From an optimization exercise on the open Yosys and OpenROAD flow, aimed at small area; shortcuts taken in it are not production practice. The RTL was checked by simulation tests, not by an equivalence proof against the original design. Power figures rest on the tool's default switching activity, not on a simulated workload.

## hub75
module hub75 #(
    parameter FIFO_WIDTH = 64,
    parameter OUT_REG = 6,
    parameter CLK_SPEED = 40_000_000
) (
    input wire clk,
    input wire s_axi_valid,
    output logic s_axi_ready,
    input wire reset_n,
    input wire [FIFO_WIDTH - 1 : 0] r0_in,
    input wire [FIFO_WIDTH - 1 : 0] g0_in,
    input wire [FIFO_WIDTH - 1 : 0] b0_in,
    input wire [FIFO_WIDTH - 1 : 0] r1_in,
    input wire [FIFO_WIDTH - 1 : 0] g1_in,
    input wire [FIFO_WIDTH - 1 : 0] b1_in,
    output logic r0_out,
    output logic g0_out,
    output logic b0_out,
    output logic r1_out,
    output logic g1_out,
    output logic b1_out,
    output logic [5 - 1 : 0] addr_out,
    output logic blank,
    output logic latch_out,
    output logic clk_out
);
Settings: LEC_CHECK=0, CAP_MARGIN=20, CORE_MARGIN=2, CORE_UTILIZATION=65, PLACE_DENSITY=0.75, SLEW_MARGIN=20; clock period 10.0 ns.
standard.sh (not shown) runs the stock make flow with config.mk's settings and CLKGATE_MAP_FILE= SYNTH_SCRIPT=/design/flow/synth_recipe.tcl, a recipe that flattens the netlist after the stock synthesis.
==> flow/flow/run.sh <==
#!/bin/bash
# Standard layout, with the smallest buffer on the ports and a leaner clock tree.
set -euo pipefail
bash standard.sh "BUFFER_PORTS_ARGS=-buffer_cell sky130_fd_sc_hd__buf_1" \
  "CTS_ARGS=-sink_clustering_enable -repair_clock_nets -buf_list {sky130_fd_sc_hd__clkbuf_8} -sink_clustering_size 20 -sink_clustering_max_diameter 100 -dont_use_dummy_load" \
  finish > standard_flow.log 2>&1
Change:
--- a/flow/design.v
+++ b/flow/design.v
@@ -21,83 +21,80 @@
     output logic g1_out,
     output logic b1_out,
     output logic [5 - 1 : 0] addr_out,
     output logic blank,
     output logic latch_out,
     output logic clk_out
 );
-  logic sh, s3, s4, s5, s6, vd;
+  logic sh, s3, post, s5, s6, vd;
   logic [2:0] addr_cnt;
   logic [13:0] tmr;      
   logic tz;               
   logic [6:0] cnt;      
   logic [13:0] tload;
-  logic done, rst_st, tterm, ldv;
-  logic [5:0] head, col_q;
+  logic done, rst_st, tfb, ldv;
+  logic [5:0] col_q;
   logic [62:0] ring [6];
   logic [63:0] din [6];
   assign din[0] = r0_in;
   assign din[1] = g0_in;
   assign din[2] = b0_in;
   assign din[3] = r1_in;
   assign din[4] = g1_in;
   assign din[5] = b1_in;
-  assign tload[0] = 8'b00011111 >> addr_cnt;
-  assign tload[1] = 8'b10010010 >> addr_cnt;
-  assign tload[2] = 8'b10100001 >> addr_cnt;
-  assign tload[3] = 8'b11011000 >> addr_cnt;
-  assign tload[4] = 8'b10111110 >> addr_cnt;
-  assign tload[5] = 8'b10110110 >> addr_cnt;
-  assign tload[6] = 8'b01101100 >> addr_cnt;
-  assign tload[7] = 8'b01101001 >> addr_cnt;
-  assign tload[8] = 8'b10001101 >> addr_cnt;
-  assign tload[9] = 8'b01011010 >> addr_cnt;
-  assign tload[10] = 8'b10101001 >> addr_cnt;
-  assign tload[11] = 8'b01011110 >> addr_cnt;
-  assign tload[12] = 8'b11111011 >> addr_cnt;
-  assign tload[13] = 8'b01000100 >> addr_cnt;
-  assign done = (cnt == 7'd0);
-  assign tterm = (tmr == 14'd9714);
-  assign rst_st = ~(s_axi_ready | sh | s3 | s4 | s5 | s6);
+  assign tload[0] = 8'b10111111 >> addr_cnt;
+  assign tload[1] = 8'b01011100 >> addr_cnt;
+  assign tload[2] = 8'b01101111 >> addr_cnt;
+  assign tload[3] = 8'b11100101 >> addr_cnt;
+  assign tload[4] = 8'b11111011 >> addr_cnt;
+  assign tload[5] = 8'b10010110 >> addr_cnt;
+  assign tload[6] = 8'b01011100 >> addr_cnt;
+  assign tload[7] = 8'b11111010 >> addr_cnt;
+  assign tload[8] = 8'b11001000 >> addr_cnt;
+  assign tload[9] = 8'b10101000 >> addr_cnt;
+  assign tload[10] = 8'b10110101 >> addr_cnt;
+  assign tload[11] = 8'b01010100 >> addr_cnt;
+  assign tload[12] = 8'b11101000 >> addr_cnt;
+  assign tload[13] = 8'b10000010 >> addr_cnt;
+  assign done = (cnt == 7'd66);
+  assign tz = ~vd | (&tmr);
+  assign tfb = ~(^{tmr[13], tmr[12], tmr[11], tmr[1]}) | (&tmr[12:0]);
+  assign s5 = post & cnt[2];
+  assign s6 = post & cnt[0];
+  assign rst_st = ~(s_axi_ready | sh | s3 | post);
   assign ldv = s_axi_ready & s_axi_valid;
   always_ff @(posedge clk) begin
     if (reset_n == 1'b0) begin
       s_axi_ready <= 1'b0;
       sh <= 1'b0;
       clk_out <= 1'b0;
       s3 <= 1'b0;
-      s4 <= 1'b0;
-      s5 <= 1'b0;
-      s6 <= 1'b0;
+      post <= 1'b0;
       latch_out <= 1'b0;
       blank <= 1'b1;
       vd <= 1'b0;
       addr_cnt <= '0;
       addr_out <= '0;
-      tz <= 1'b1;
     end else begin
       s_axi_ready <= s6 | rst_st | (s_axi_ready & ~s_axi_valid);
       sh <= ldv | (sh & ~(clk_out & done));
       clk_out <= sh & ~clk_out;
       s3 <= (clk_out & done) | (s3 & ~tz);
-      s4 <= s3 & tz;
-      s5 <= s4;
-      s6 <= s5;
+      post <= (s3 & tz) | (post & ~cnt[0]);
       latch_out <= s6;
       blank <= ~(vd & (s_axi_ready | sh | s3));
       if (s6) vd <= 1'b1;
       if (s6) addr_cnt <= addr_cnt + 3'd1;
       if (s5 && vd && addr_cnt == 3'd0) addr_out <= addr_out + 5'd1;
-      tz <= ~s6 & (tz | tterm);
     end
   end
   always_ff @(posedge clk) begin
     if (s6) tmr <= tload;
-    else tmr <= {tmr[12:0], ~(^{tmr[13], tmr[12], tmr[11], tmr[1]})};
-    if (s_axi_ready) cnt <= 7'd0;
+    else tmr <= {tmr[12:0], tfb};
+    if (s_axi_ready | s3) cnt <= 7'd66;
     else cnt <= {cnt[5:0], ~(^{cnt[6], cnt[5]})};
   end
   always_ff @(posedge clk) begin
     ring[0][1] <= ~((sh | din[0][1]) & (s_axi_ready | ring[0][2]));
     ring[0][3] <= ~((sh | din[0][2]) & (s_axi_ready | ring[0][4]));
     ring[0][5] <= ~((sh | din[0][3]) & (s_axi_ready | ring[0][6]));
     ring[0][7] <= ~((sh | din[0][4]) & (s_axi_ready | ring[0][8]));
Fmax falls by 6.1%. First-iteration DRC count is higher by 13%. Cell area stays flat. Combinational power went down by about 3%. Utilization is about the same.

-- afterwards: timing with drivers on the ports --
The results above use ideal ports. As a check the final layouts listed here were re-extracted and re-timed, cells and wires unchanged.
Step 1, drivers: a clkbuf_16 drives clk and a buf_2 each remaining input, both assumed.
Step 2 times the ports against the registers' clock, not the clock port: input delays grow and output delays shrink by t, the midpoint of the rising clock arrivals with the driver on.
Slacks: no drivers / after step 1 / after step 2; pairs: no drivers / after step 1.
run | t, ns | slack for setup (ns) | slew at the worst register clock pin (ns)
the first run | 0.580 | 6.481 / 6.436 / 6.811 | 0.12 / 0.12
the second run | 0.573 | 6.251 / 6.210 / 6.783 | 0.12 / 0.12
After both steps every run listed still meets setup and hold.
